This design comes from an exercise in tuning for small area on the open sky130 flow, not from production work. The RTL was checked by simulation tests, not by an equivalence proof against the original design. No run shown here takes its clock network from TritonCTS; it comes from the design's own scripts or RTL. The flow treats the clock pin as an ideal source. Dropping or thinning the clock tree relies on that and would not hold on a real chip. Power and IR drop assume default switching activity.

==> design/flow/design.v <==
module uartwb_top (
  input  wire        clk_i,
  input  wire        nrst_i,
  input  wire        uart_rx,
  output wire        uart_tx,
  output wire [31:0] m_wb_addr_o,
  output wire [31:0] m_wb_data_o,
  input  wire [31:0] m_wb_data_i,
  output wire        m_wb_we_o,
  output wire        m_wb_cyc_o,
  output wire        m_wb_stb_o,
  input  wire        m_wb_ack_i
  );
  reg  [5:0] tmr;
  reg        ph;
  wire       half = tmr[0] & tmr[1] & tmr[4] & tmr[5];
  wire       full = half & ph;
  always @(posedge clk_i)
    if (!nrst_i | half)
      tmr <= 6'd0;
    else
      tmr <= {tmr[4:0], ~(tmr[0] ^ tmr[5])};
  always @(posedge clk_i)
    if (!nrst_i)
      ph <= 1'b0;
    else
      ph <= ph ^ half;
  reg  [3:0] rn;
  reg        rp;
  reg  [3:0] bc;
  reg        bad;      
  reg [39:0] xs;       
  reg [31:0] ws;       
  reg  [3:0] txc;
  reg  [2:0] bs;
  reg        txbit;    
  wire tidle  = (txc[2:0] == 3'd0);
  wire tdata  = (txc[3:1] != 3'd0);
  wire tstart = ~tdata & txc[0];
  wire tlast  = txc[3] & txc[2];
  wire ridle  = (rn[2:0] == 3'd0);
  wire rc_end = rn[1] & rn[2] & rp;
  wire samp   = half & ~rp & ~ridle;
  wire ok     = ~bad;
  wire we     = (xs[7:0] == 8'h01);
  wire done   = half & rc_end & (bc == 4'd11);
  wire cyc    = (bc == 4'd7);
  wire tx_go  = full & (bc == 4'd14) & tidle;
  wire ack    = cyc & m_wb_ack_i;
  wire srcx   = bs[2];                           
  wire srcw   = ~bs[2];                          
  wire bnone  = bs[2] & ~bs[0];                  
  wire txlat  = full & ~tidle & ~tlast;
  wire push   = samp & ((bc == 4'd1) | (bc == 4'd2) | (bc == 4'd5) | (bc == 4'd10) | (bc == 4'd4));   
  wire pflag  = rp & ~ridle;
  wire pop    = full & srcx & tdata & ~pflag;
  wire xsh    = push | pop;
  always @(posedge clk_i)
    if (!nrst_i | (half & ((ridle & uart_rx) | rc_end))) begin
      rn <= 4'd0;
      rp <= 1'b0;
    end else if (half) begin
      rp <= ~rp;
      if (rp)
        rn <= {rn[2:0], ~(rn[3] ^ rn[0])};
    end
  always @(posedge clk_i)
    if (!nrst_i | tx_go)
      bc <= 4'd1;
    else if (done)
      bc <= ok ? 4'd7 : 4'd14;
    else if ((half & rc_end & ~((bc == 4'd11) | (bc == 4'd7) | (bc == 4'd14))) | ack)
      bc <= {bc[2:0], ~(bc[3] ^ bc[0])};
  wire rot  = samp & (bc == 4'd11);
  wire colx = xs[0] ^ xs[8] ^ xs[16] ^ xs[24] ^ xs[32] ^ ws[0] ^ ws[8] ^ ws[16] ^ ws[24];
  always @(posedge clk_i)
    if (!nrst_i | tx_go)
      bad <= 1'b0;
    else if (rot & ~(colx ^ uart_rx))
      bad <= 1'b1;
  always @(posedge clk_i)
    if (xsh | rot)
      xs <= {rot ? xs[8] : uart_rx, xs[39:9], rot ? xs[0] : xs[8], xs[7:1]};
  wire wsh = (samp & ((bc == 4'd9) | (bc == 4'd3) | (bc == 4'd6) | (bc == 4'd13))) | (txlat & srcw);
  always @(posedge clk_i)
    if (ack | wsh | rot)
      ws <= ({m_wb_data_i[7:0], m_wb_data_i[15:8], m_wb_data_i[23:16], m_wb_data_i[31:24]} & {32{ack}})
          | ({rot ? ws[0] : uart_rx, ws[31:1]} & {32{wsh | rot}});
  always @(posedge clk_i)
    if (txlat)
      txbit <= srcx ? (xsh ? xs[1] : xs[0]) : ws[0];
  always @(posedge clk_i)
    if (!nrst_i | (full & (tlast | (tstart & bnone))))
      txc <= 4'd0;
    else if (full & (~tidle | tx_go | ~bnone))
      txc <= {txc[2:0], ~(txc[3] ^ txc[0])};
  always @(posedge clk_i)
    if (!nrst_i)
      bs <= 3'd4;
    else if (tx_go)
      bs <= {1'b1, ok & ~we, ok};
    else if (full & tlast)
      bs <= {bs[0] & ~bs[1], ~bs[0], bs[1] & ~bs[2]};
  assign uart_tx     = tstart ? 1'b0 : (tdata ? txbit : 1'b1);
  assign m_wb_addr_o = {xs[39:32], xs[15:8], xs[23:16], xs[31:24]};
  assign m_wb_data_o = {ws[31:24], ws[7:0], ws[15:8], ws[23:16]};
  assign m_wb_we_o   = we;
  assign m_wb_cyc_o  = cyc;
  assign m_wb_stb_o  = cyc;
endmodule
==> design/flow/flow/run.sh <==
#!/bin/bash
set -e
rm -rf orfs_scripts
cp -r "$FLOW_HOME/scripts" orfs_scripts
cp flow/abc.script orfs_scripts/abc_speed.script
export SCRIPTS_DIR="$PWD/orfs_scripts"
export BUFFER_PORTS_ARGS="-buffer_cell sky130_fd_sc_hd__buf_1"
export PRE_CTS_TCL="$PWD/flow/clock_tree.tcl"
export MY_CLK_NBUF=4
export MY_CLK_CELL=sky130_fd_sc_hd__buf_12
export MY_CLK_ROOT=
bash standard.sh > standard.log 2>&1
==> design/flow/flow/abc.script <==
strash
ifraig
balance -l
resub -K 6 -l
rewrite -l
resub -K 6 -N 2 -l
refactor -l
resub -K 8 -l
balance -l
resub -K 8 -N 2 -l
rewrite -l
resub -K 10 -l
rewrite -z -l
resub -K 10 -N 2 -l
balance -l
resub -K 12 -l
refactor -z -l
resub -K 12 -N 2 -l
rewrite -z -l
balance -l
dch -f
amap
strash
dch
amap
==> design/flow/flow/clock_tree.tcl <==
# Clock tree built by hand, before ORFS's clock tree step (which then skips
# clk_i, whose nets already have buffers).  The flip-flops are split by
# position into nb groups (2 columns, each cut into nb/2 rows); each group is
# driven by one leaf cell placed at its centre.  With an inverting leaf cell,
# clk_i drives one inverting root cell that drives the leaves, so the
# flip-flops see clk_i's polarity.
proc my_clock_tree { nb leaf_cell {root_cell ""} } {
  set block [ord::get_db_block]
  set dbu [$block getDbUnitsPerMicron]
  set clk [$block findNet clk_i]
  set sinks {}
  foreach it [$clk getITerms] {
    if {![$it isInputSignal] && [$it getIoType] ne "INPUT"} continue
    set loc [[$it getInst] getLocation]
    lappend sinks [list [lindex $loc 0] [lindex $loc 1] $it]
  }
  set n [llength $sinks]
  set cols [expr {$nb >= 2 ? 2 : 1}]
  set rows [expr {$nb / $cols}]
  set byx [lsort -integer -index 0 $sinks]
  set per [expr {int(ceil(double($n) / $cols))}]
  set lmaster [[ord::get_db] findMaster $leaf_cell]
  set src $clk
  if {$root_cell ne ""} {
    set rmaster [[ord::get_db] findMaster $root_cell]
    set root [odb::dbInst_create $block $rmaster clkroot]
    set src [odb::dbNet_create $block clknet_root]
    $src setSigType CLOCK
    [$root findITerm A] connect $clk
    [$root findITerm [expr {[$root findITerm Y] ne "NULL" ? "Y" : "X"}]] connect $src
  }
  set g 0
  set ax 0; set ay 0
  for {set c 0} {$c < $cols} {incr c} {
    set col [lsort -integer -index 1 [lrange $byx [expr {$c*$per}] [expr {($c+1)*$per-1}]]]
    set pr [expr {int(ceil(double([llength $col]) / $rows))}]
    for {set r 0} {$r < $rows} {incr r} {
      set grp [lrange $col [expr {$r*$pr}] [expr {($r+1)*$pr-1}]]
      if {[llength $grp] == 0} continue
      set sx 0; set sy 0
      foreach s $grp { set sx [expr {$sx + [lindex $s 0]}]; set sy [expr {$sy + [lindex $s 1]}] }
      set cx [expr {$sx / [llength $grp]}]
      set cy [expr {$sy / [llength $grp]}]
      set ax [expr {$ax + $cx}]; set ay [expr {$ay + $cy}]
      set leaf [odb::dbInst_create $block $lmaster clkleaf$g]
      set net [odb::dbNet_create $block clknet_leaf$g]
      $net setSigType CLOCK
      foreach s $grp { set it [lindex $s 2]; $it disconnect; $it connect $net }
      set out [expr {[$leaf findITerm Y] ne "NULL" ? "Y" : "X"}]
      [$leaf findITerm A] connect $src
      [$leaf findITerm $out] connect $net
      $leaf setLocation $cx $cy
      $leaf setPlacementStatus PLACED
      puts "clock leaf $g: [llength $grp] sinks at [expr {$cx/$dbu}] [expr {$cy/$dbu}]"
      incr g
    }
  }
  if {$root_cell ne ""} {
    $root setLocation [expr {$ax / $g}] [expr {$ay / $g}]
    $root setPlacementStatus PLACED
  }
}

# Sourced by ORFS's cts.tcl (PRE_CTS_TCL) just before its clock_tree_synthesis
# call: build the tree here, then let that call only mark the clock propagated.
my_clock_tree $::env(MY_CLK_NBUF) $::env(MY_CLK_CELL) $::env(MY_CLK_ROOT)
rename clock_tree_synthesis orfs_clock_tree_synthesis
proc clock_tree_synthesis {args} {
  puts "clock tree built by flow/clock_tree.tcl"
  set_propagated_clock [all_clocks]
}
==> design/flow/standard.sh <==
#!/bin/bash
# synth_recipe.tcl (not shown) runs the flow's synth.tcl, then flattens the netlist and writes it again
# the make line also repeats each setting of config.mk as NAME=value (left out here)
make -C /OpenROAD-flow-scripts/flow DESIGN_CONFIG=/design/flow/config.mk WORK_HOME=/design/flow/orfs CLKGATE_MAP_FILE= SYNTH_SCRIPT=/design/flow/synth_recipe.tcl "${@:-finish}"
==> design/flow/config.mk <==
export PLATFORM = sky130hd
export DESIGN_NAME = uartwb_top
export DESIGN_NICKNAME = uartwb_top
export VERILOG_FILES = /design/flow/design.v
export SDC_FILE = /design/flow/constraint.sdc
export NUM_CORES = 4
export LEC_CHECK = 0
export CAP_MARGIN = 20
export CORE_MARGIN = 2
export CORE_UTILIZATION = 40
export SLEW_MARGIN = 20
==> design/flow/constraint.sdc <==
create_clock -name core_clock -period 10.0 [get_ports {clk_i}]
set_input_delay 2.0000 -clock core_clock [delete_from_list [all_inputs] [get_ports {clk_i}]]
set_output_delay 2.0000 -clock core_clock [all_outputs]
set_load 0.01 [all_outputs]
==> flow_metrics.py, run 1 <==
metrics = {
    "timing": {
        "fin_tns_setup_ns": 0,
        "fmax_mhz": 256,
        "worst_pin_slew_ns": 0.931,
        "slew_headroom_pct": 37.1,
        "finalHoldViolations": 0,
        "rsz0062_at_grt": "false",
        "drv_slew": 0,
        "setup_viol": 0,
        "skew_ns": 0.0133,
        "fin_crit_ns": 3.91,
        "finalCritPeriodShare_pct": 39.1,
    },
    "drt": {
        "ant_nets": 0,
        "drt_pre_antenna_iters": 4,
        "route.detailed.drc": 0,
        "viasPerCell": 5.04,
        "vias": 2583,
        "drt-initial-drc-count": 168,
        "wirelength_um": 7390,
        "wl_per_cell_um": 14.4,
    },
    "synth": {
        "yosys_warnings": 1,
        "synth_flop_cell": "edfxtp_1",
        "synth-edff-count": 73,
        "syn_area_per_cell_um2": 12.9,
        "synthTopCellsByArea": "edfxtp_1 (56%), dfxtp_1 (12%), a22o_1 (7.2%)",
        "ys_seq_elements": 97,
        "yosysSeqAreaShare_pct": 68.5,
        "synth_cells": 303,
        "synth_area_um2": 3900,
        "synth_top_area_cell": "edfxtp_1",
        "synth_cell_types": 29,
        "yosysMostFrequentCell": "edfxtp_1",
        "synth_fp_nets": 340,
        "synthDominantCellAreaShare_pct": 56.2,
        "synthTopCellsByCount": "edfxtp_1 (73), buf_4 (33), a22o_1 (32), nor2_1 (32), clkinv_1 (27)",
        "async_flop_share_pct": 0,
    },
    "status": {
        "status": "finished clean",
    },
    "power_and_ir_drop": {
        "ir_drop_mv": 0.0876,
        "cellLeakagePower_nw": 1.30,
        "powerDensity_nw_per_um2": 139,
        "p_total_uw": 598,
    },
    "die": {
        "num_rows": 36,
        "core_area_um2": 9640,
        "num_io_pins": 104,
        "die_height_um": 103,
        "dieArea_um2": 10600,
        "fp.dieW_um": 103,
        "start_util_pct": 40.5,
    },
    "critical_path": {
        "start_kind": "primary input",
        "startpoint": "m_wb_ack_i",
        "rrSetupSlack_ns": 6.96,
        "path_cells": "buf_1, nand2_1, clkinv_1, a21oi_1, clkinv_1, o31ai_1, o21ai_0, a21oi_1",
        "cp_top_family": "buffers and inverters",
        "rr_startpoint": "rn[0]",
        "cp_num_cells": 8,
        "crit_slowest_cell": "clkinv_1",
        "arrival_ns": 3.98,
        "max_stage_delay_ns": 0.71,
        "critical_path_class": "primary input to register",
        "cp_max_fo": 33,
        "r2r_cells": 7,
        "crit_path_end_kind": "register",
        "required_ns": 10.07,
        "crit_buf_inv": 3,
        "timing.rr.end": "ws[15]",
    },
    "clocking": {
        "cts-resized-gates": 0,
        "cts_hold_buf": 0,
        "clk_latency_ns": 0.14,
        "clkTransAtPathRegs_ns": 0.10,
        "post_cts_buffers": 0,
    },
    "layout": {
        "diodes": 0,
        "drive_gt1_share_pct": 1.58,
        "n_fill_cell": 923,
        "nets": 418,
        "synthToLayoutAreaGrowth_pct": 10.3,
        "finalInstanceArea_um2": 4300,
    },
    "global_routing": {
        "grt_max_degree": 41,
        "grt_pass1_wl_um": 11700,
        "grt_usage_pct": 13.5,
        "antenna_found_initial": 0,
        "grt_pass1_vias": 2341,
        "overflow": 0,
    },
    "placement": {
        "post-dp-hpwl_um": 5290,
        "gp_congestion": 0.921,
        "dpl_cell_area_um2": 4220,
        "io_buffers": 103,
    },
    "min_path": {
        "hold_path_class": "register to register",
        "min_to": "tmr[5]",
        "hold_depth": 2,
        "hp-start": "tmr[4]",
    },
    "flow_run": {
        "maxCapViolations": 0,
    },
}
==> sequential cells by signal (all words and copies together), names as in the netlist, 3 cells and up <==
name	cells
rn	4
txc	4
bs	3
bc	4
ws	32
tmr	6
xs	40
==> cell type report <==
type | count | area [µm²] | share of cell area [%]
inverters | 27 | 101 | 2.35
multi-input cells | 146 | 882 | 20.5
repair buffers | 105 | 402 | 9.33
well taps | 133 | 166 | 3.87
plain buffers | 4 | 80.1 | 1.86
flip-flops and latches | 97 | 2670 | 62.1
==> per-layer routing <==
metal  share of wire (%)  vias to the layer above  track usage, %
met1                  45                     1229            19.9
li1                    -                     1262               -
met3                 6.1                        4            1.49
met2                  48                       88            22.5
met4                0.95                        0            1.32
met5                   0                        -               0
==> stage by stage <==
step | util [%] | setup slack, ns | hold slack, ns | std cells
floorplan | - | 6.60 | 0.404 | 303
global placement | 43.8 | 6.06 | 0.425 | 508
detailed placement | 43.8 | 5.93 | 0.422 | 508
CTS | 44.7 | 6.09 | 0.438 | 512
global route | 44.7 | 5.81 | 0.453 | 512
finish | 44.7 | 6.09 | 0.433 | 512
==> worst register-to-register path: cells and delay by family (launching register included) <==
| kind | cells | cell delay, ns |
|---|---|---|
| AOI/OAI and AO/OA | 2 | 0.92 |
| buffers and inverters | 2 | 0.94 |
| DFF | 1 | 0.35 |
| and+or+nand+nor | 3 | 0.57 |
==> report_power, final <==
part / leakage, nW / internal [mW] / switching (mW)
Clock: 0.0376 / 0.0651 / 0.0954
Combinational: 0.466 / 0.00451 / 0.00484
Sequential: 0.799 / 0.427 / 0.000320
Total: 1.30 / 0.497 / 0.101
==> cells by family (layout without fill, tap and decap cells) <==
kind of cell | count (synthesis) | after routing | synth area share, %
buffers and inverters | 60 | 136 | 8.94
DFF | 97 | 97 | 68.5
and+or+nand+nor | 68 | 68 | 7.69
adders and majority gates | 1 | 1 | 0.320
AOI/OAI and AO/OA | 77 | 77 | 14.6
==> how the worst max path moves through the flow <==
stage	to
2_1_floorplan	bc[3]
3_3_place_gp	bc[3]
3_5_place_dp	bc[3]
4_1_cts	bc[3]
5_1_grt	bc[3]
6_report	bc[3]
==> cells in the final DEF (no fill, tap or decap), types with 2 or more instances in the layout <==
| master | count |
|---|---|
| a211oi_1 | 3 |
| a21oi_1 | 12 |
| a221oi_1 | 3 |
| a22o_1 | 32 |
| and3_1 | 4 |
| buf_1 | 103 |
| buf_12 | 4 |
| buf_4 | 2 |
| clkinv_1 | 27 |
| dfxtp_1 | 24 |
| edfxtp_1 | 73 |
| nand2_1 | 12 |
| nand3_1 | 6 |
| nor2_1 | 32 |
| nor3_1 | 9 |
| o21a_1 | 3 |
| o21ai_0 | 6 |
| o221ai_1 | 2 |
| o22ai_1 | 10 |
==> run 2: changes to the inputs <==
--- a/design/flow/design.v
+++ b/design/flow/design.v
@@ -44,7 +44,7 @@
   wire ok     = ~bad;
   wire we     = (xs[7:0] == 8'h01);
-  wire done   = half & rc_end & (bc == 4'd11);
-  wire cyc    = (bc == 4'd7);
-  wire tx_go  = full & (bc == 4'd14) & tidle;
+  wire done   = half & rc_end & ((bc[0] & bc[1] & bc[2] & ~bc[3]));
+  wire cyc    = ((bc[0] & bc[1] & bc[2] & bc[3]));
+  wire tx_go  = full & ((~bc[0] & bc[2] & bc[3])) & tidle;
   wire ack    = cyc & m_wb_ack_i;
   wire srcx   = bs[2];                           
@@ -52,5 +52,5 @@
   wire bnone  = bs[2] & ~bs[0];                  
   wire txlat  = full & ~tidle & ~tlast;
-  wire push   = samp & ((bc == 4'd1) | (bc == 4'd2) | (bc == 4'd5) | (bc == 4'd10) | (bc == 4'd4));   
+  wire push   = samp & (~((bc[0] & bc[2]) | (bc[1] & bc[3])));   
   wire pflag  = rp & ~ridle;
   wire pop    = full & srcx & tdata & ~pflag;
@@ -67,10 +67,10 @@
   always @(posedge clk_i)
     if (!nrst_i | tx_go)
-      bc <= 4'd1;
+      bc <= 4'd2;
     else if (done)
-      bc <= ok ? 4'd7 : 4'd14;
-    else if ((half & rc_end & ~((bc == 4'd11) | (bc == 4'd7) | (bc == 4'd14))) | ack)
-      bc <= {bc[2:0], ~(bc[3] ^ bc[0])};
-  wire rot  = samp & (bc == 4'd11);
+      bc <= ok ? 4'd15 : 4'd14;
+    else if ((half & rc_end & ~((~bc[0] & bc[2] & bc[3]) | (bc[0] & bc[1] & bc[2]))) | ack)
+      bc <= {bc[2:0], (bc[3] ^ bc[2])};
+  wire rot  = samp & ((bc[0] & bc[1] & bc[2] & ~bc[3]));
   wire colx = xs[0] ^ xs[8] ^ xs[16] ^ xs[24] ^ xs[32] ^ ws[0] ^ ws[8] ^ ws[16] ^ ws[24];
   always @(posedge clk_i)
@@ -82,5 +82,5 @@
     if (xsh | rot)
       xs <= {rot ? xs[8] : uart_rx, xs[39:9], rot ? xs[0] : xs[8], xs[7:1]};
-  wire wsh = (samp & ((bc == 4'd9) | (bc == 4'd3) | (bc == 4'd6) | (bc == 4'd13))) | (txlat & srcw);
+  wire wsh = (samp & ((bc[0] & ~bc[1] & bc[2]) | (bc[1] & ~bc[2] & bc[3]))) | (txlat & srcw);
   always @(posedge clk_i)
     if (ack | wsh | rot)
==> flow_metrics.py, run 2 <==
metrics = {
    "status": {
        "status": "finished clean",
    },
    "timing": {
        "slew_headroom_pct": 37.9,
        "rsz0062_at_grt": "false",
        "fin_tns_setup_ns": 0,
        "worst_pin_slew_ns": 0.920,
        "finalCritPeriodShare_pct": 34.9,
        "fin_crit_ns": 3.49,
        "finalHoldViolations": 0,
        "skew_ns": 0.0104,
        "fmax_mhz": 286,
        "drv_slew": 0,
        "setup_viol": 0,
    },
    "die": {
        "fp.dieW_um": 103,
        "core_area_um2": 9330,
        "dieArea_um2": 10500,
        "start_util_pct": 41.6,
        "die_height_um": 103,
        "num_rows": 35,
        "num_io_pins": 104,
    },
    "layout": {
        "nets": 410,
        "n_fill_cell": 898,
        "diodes": 0,
        "multiInputGateArea_um2": 865,
        "layout_common_cells": "buf_1 (103), edfxtp_1 (73), a22o_1 (31), clkinv_1 (28), nor2_1 (26)",
        "reg_top3": "xs x40, ws x32, tmr x6",
        "largest_reg_flops": 40,
        "drive_gt1_share_pct": 2.16,
        "final_common_cell": "buf_1",
        "regMostFlops": "xs",
        "register_area_um2": 2670,
        "synthToLayoutAreaGrowth_pct": 10.3,
    },
    "critical_path": {
        "max_stage_delay_ns": 0.46,
        "crit_path_end_kind": "primary output",
        "required_ns": 8.00,
        "cp_max_fo": 3,
        "arrival_ns": 1.49,
        "crit_slowest_cell": "nor4bb_1",
        "critical_path_class": "register to primary output",
        "cp_top_family": "simple AND/OR/NAND/NOR gates",
        "r2r_cells": 8,
        "start_kind": "register",
        "cp_num_cells": 4,
        "crit_buf_inv": 2,
        "path_cells": "clkinv_1, nor3_1, nor4bb_1, buf_1",
    },
    "synth": {
        "synth_fp_nets": 332,
        "synth_area_um2": 3880,
        "async_flop_share_pct": 0,
        "yosysMostFrequentCell": "edfxtp_1",
        "synthDominantCellAreaShare_pct": 56.4,
        "synth_top_area_cell": "edfxtp_1",
        "yosysSeqAreaShare_pct": 68.8,
        "yosys_warnings": 1,
        "ys_seq_elements": 97,
        "synthTopCellsByArea": "edfxtp_1 (56%), dfxtp_1 (12%), a22o_1 (7.0%)",
        "synthTopCellsByCount": "edfxtp_1 (73), buf_4 (33), a22o_1 (31)",
        "synth_cells": 295,
        "syn_area_per_cell_um2": 13.2,
        "synth_flop_cell": "edfxtp_1",
        "synth-edff-count": 73,
        "synth_cell_types": 31,
    },
    "drt": {
        "viasPerCell": 5.07,
        "route.detailed.drc": 0,
        "drt-initial-drc-count": 112,
        "wl_per_cell_um": 14.8,
        "wirelength_um": 7410,
        "vias": 2534,
        "drt_pre_antenna_iters": 4,
        "ant_nets": 0,
    },
    "clocking": {
        "post_cts_buffers": 0,
        "clk_latency_ns": 0.13,
        "clkTransAtPathRegs_ns": 0.10,
        "cts-resized-gates": 0,
        "cts_hold_buf": 0,
    },
    "global_routing": {
        "grt_usage_pct": 13.4,
        "grt_pass1_wl_um": 11500,
        "grt_max_degree": 41,
        "grt_pass1_vias": 2303,
        "overflow": 0,
        "antenna_found_initial": 0,
    },
    "power_and_ir_drop": {
        "ir_drop_mv": 0.0708,
        "powerDensity_nw_per_um2": 139,
        "cellLeakagePower_nw": 1.42,
        "p_total_uw": 598,
    },
    "placement": {
        "io_buffers": 103,
        "gp_congestion": 0.817,
        "post-dp-hpwl_um": 5290,
    },
    "flow_run": {
        "maxCapViolations": 0,
    },
    "min_path": {
        "hold_depth": 2,
        "hold_path_class": "register to register",
    },
}
run 2: changes by cell type after synthesis, sizes merged, moves of 2 or more:
cell and delta:
a21oi -4, nand2 +2, nand3 -3, nor2 -6, o21ai -2, xor2 +3
run 2: logic make-up after synthesis:
logic type      share of synthesized area (%)
fa+ha+maj                               0.322
flops                                    68.8
simple gates                             6.83
xor+xnor                                0.677
buf+inv                                  9.09
compound gates                           14.3
run 2: metal layers:
| metal | global-route usage, % | vias to the layer above | wire length [µm] |
|---|---|---|---|
| met1 | 20.0 | 1206 | 3500 |
| met3 | 1.36 | 10 | 393 |
| met4 | 2.67 | 0 | 167 |
| met5 | 0 | - | 0 |
| li1 | - | 1228 | - |
| met2 | 21.7 | 90 | 3350 |
run 2: cell type report:
type	count	area share, %
buffer	4	1.87
tap	129	3.77
multi-input combinational	137	20.2
inverter	28	2.45
sequential	97	62.4
timing repair buffer	105	9.37
run 2: final timing paths:
| path | start | end | slack, ns |
|---|---|---|---|
| setup / recovery | xs[0] | m_wb_we_o | 6.51 |
| hold / removal | tmr[4] | tmr[5] | 0.43 |
| setup reg to reg | tmr[0] | bc[0] | 7.13 |
| hold reg to reg | tmr[4] | tmr[5] | 0.43 |
run 2: metrics by stage:
stage	util, %	hold slack (ns)	cells	cell area, µm²	setup slack [ns]
after floorplan	-	0.404	295	3880	5.92
after global placement	45.1	0.421	496	4210	6.41
after detailed placement	45.1	0.416	496	4210	6.36
after CTS	45.9	0.431	500	4290	6.48
after global routing	45.9	0.450	500	4290	6.36
final	45.9	0.429	500	4290	6.51
run 2: worst register-to-register path: stages, from the launching register on:
cell and delay (ns):
dfxtp_1 0.35, nand2_1 0.07, nor3_1 0.39, clkinv_1 0.28, nor2_1 0.35, nand3_1 0.21, o31ai_1 0.54, clkinv_1 0.26
a221oi_1 0.33
run 2: power by group:
part | switching [mW] | internal (mW) | leakage [nW] | total [mW]
clock | 0.0954 | 0.0651 | 0.0376 | 0.161
sequential | 0.000313 | 0.427 | 0.920 | 0.428
combinational | 0.00499 | 0.00437 | 0.458 | 0.00936
total | 0.101 | 0.497 | 1.42 | 0.598

==> afterwards: timing with drivers on the ports <==
No port has a modelled driver above. Below, the same layouts with a new extraction and two added sets of constraints.
Step 1 assumes that a clkbuf_16 drives the clock port and a buf_2 every other input.
Step 2 also shifts input and output timing later by t, the mid clock arrival at the registers, as if the neighbouring blocks saw the same clock.
Three values: ideal, step 1, step 2; two values: the first two.
| run | shift t [ns] | slack for setup (ns) | hold slack, ns | latest minus earliest clock arrival (ns) | worst register clock-pin slew, ns |
|---|---|---|---|---|---|
| run 1 | 0.211 | 6.093 / 6.151 / 5.940 | 0.433 / 0.433 / 0.433 | 0.013 / 0.013 | 0.10 / 0.10 |
| run 2 | 0.213 | 6.509 / 6.424 / 6.405 | 0.429 / 0.429 / 0.429 | 0.011 / 0.011 | 0.10 / 0.10 |
After both steps every run listed still meets setup and hold. For run 1, which loses most, drivers alone change the setup slack by +0.058 ns; drivers and shift together by -0.153 ns.
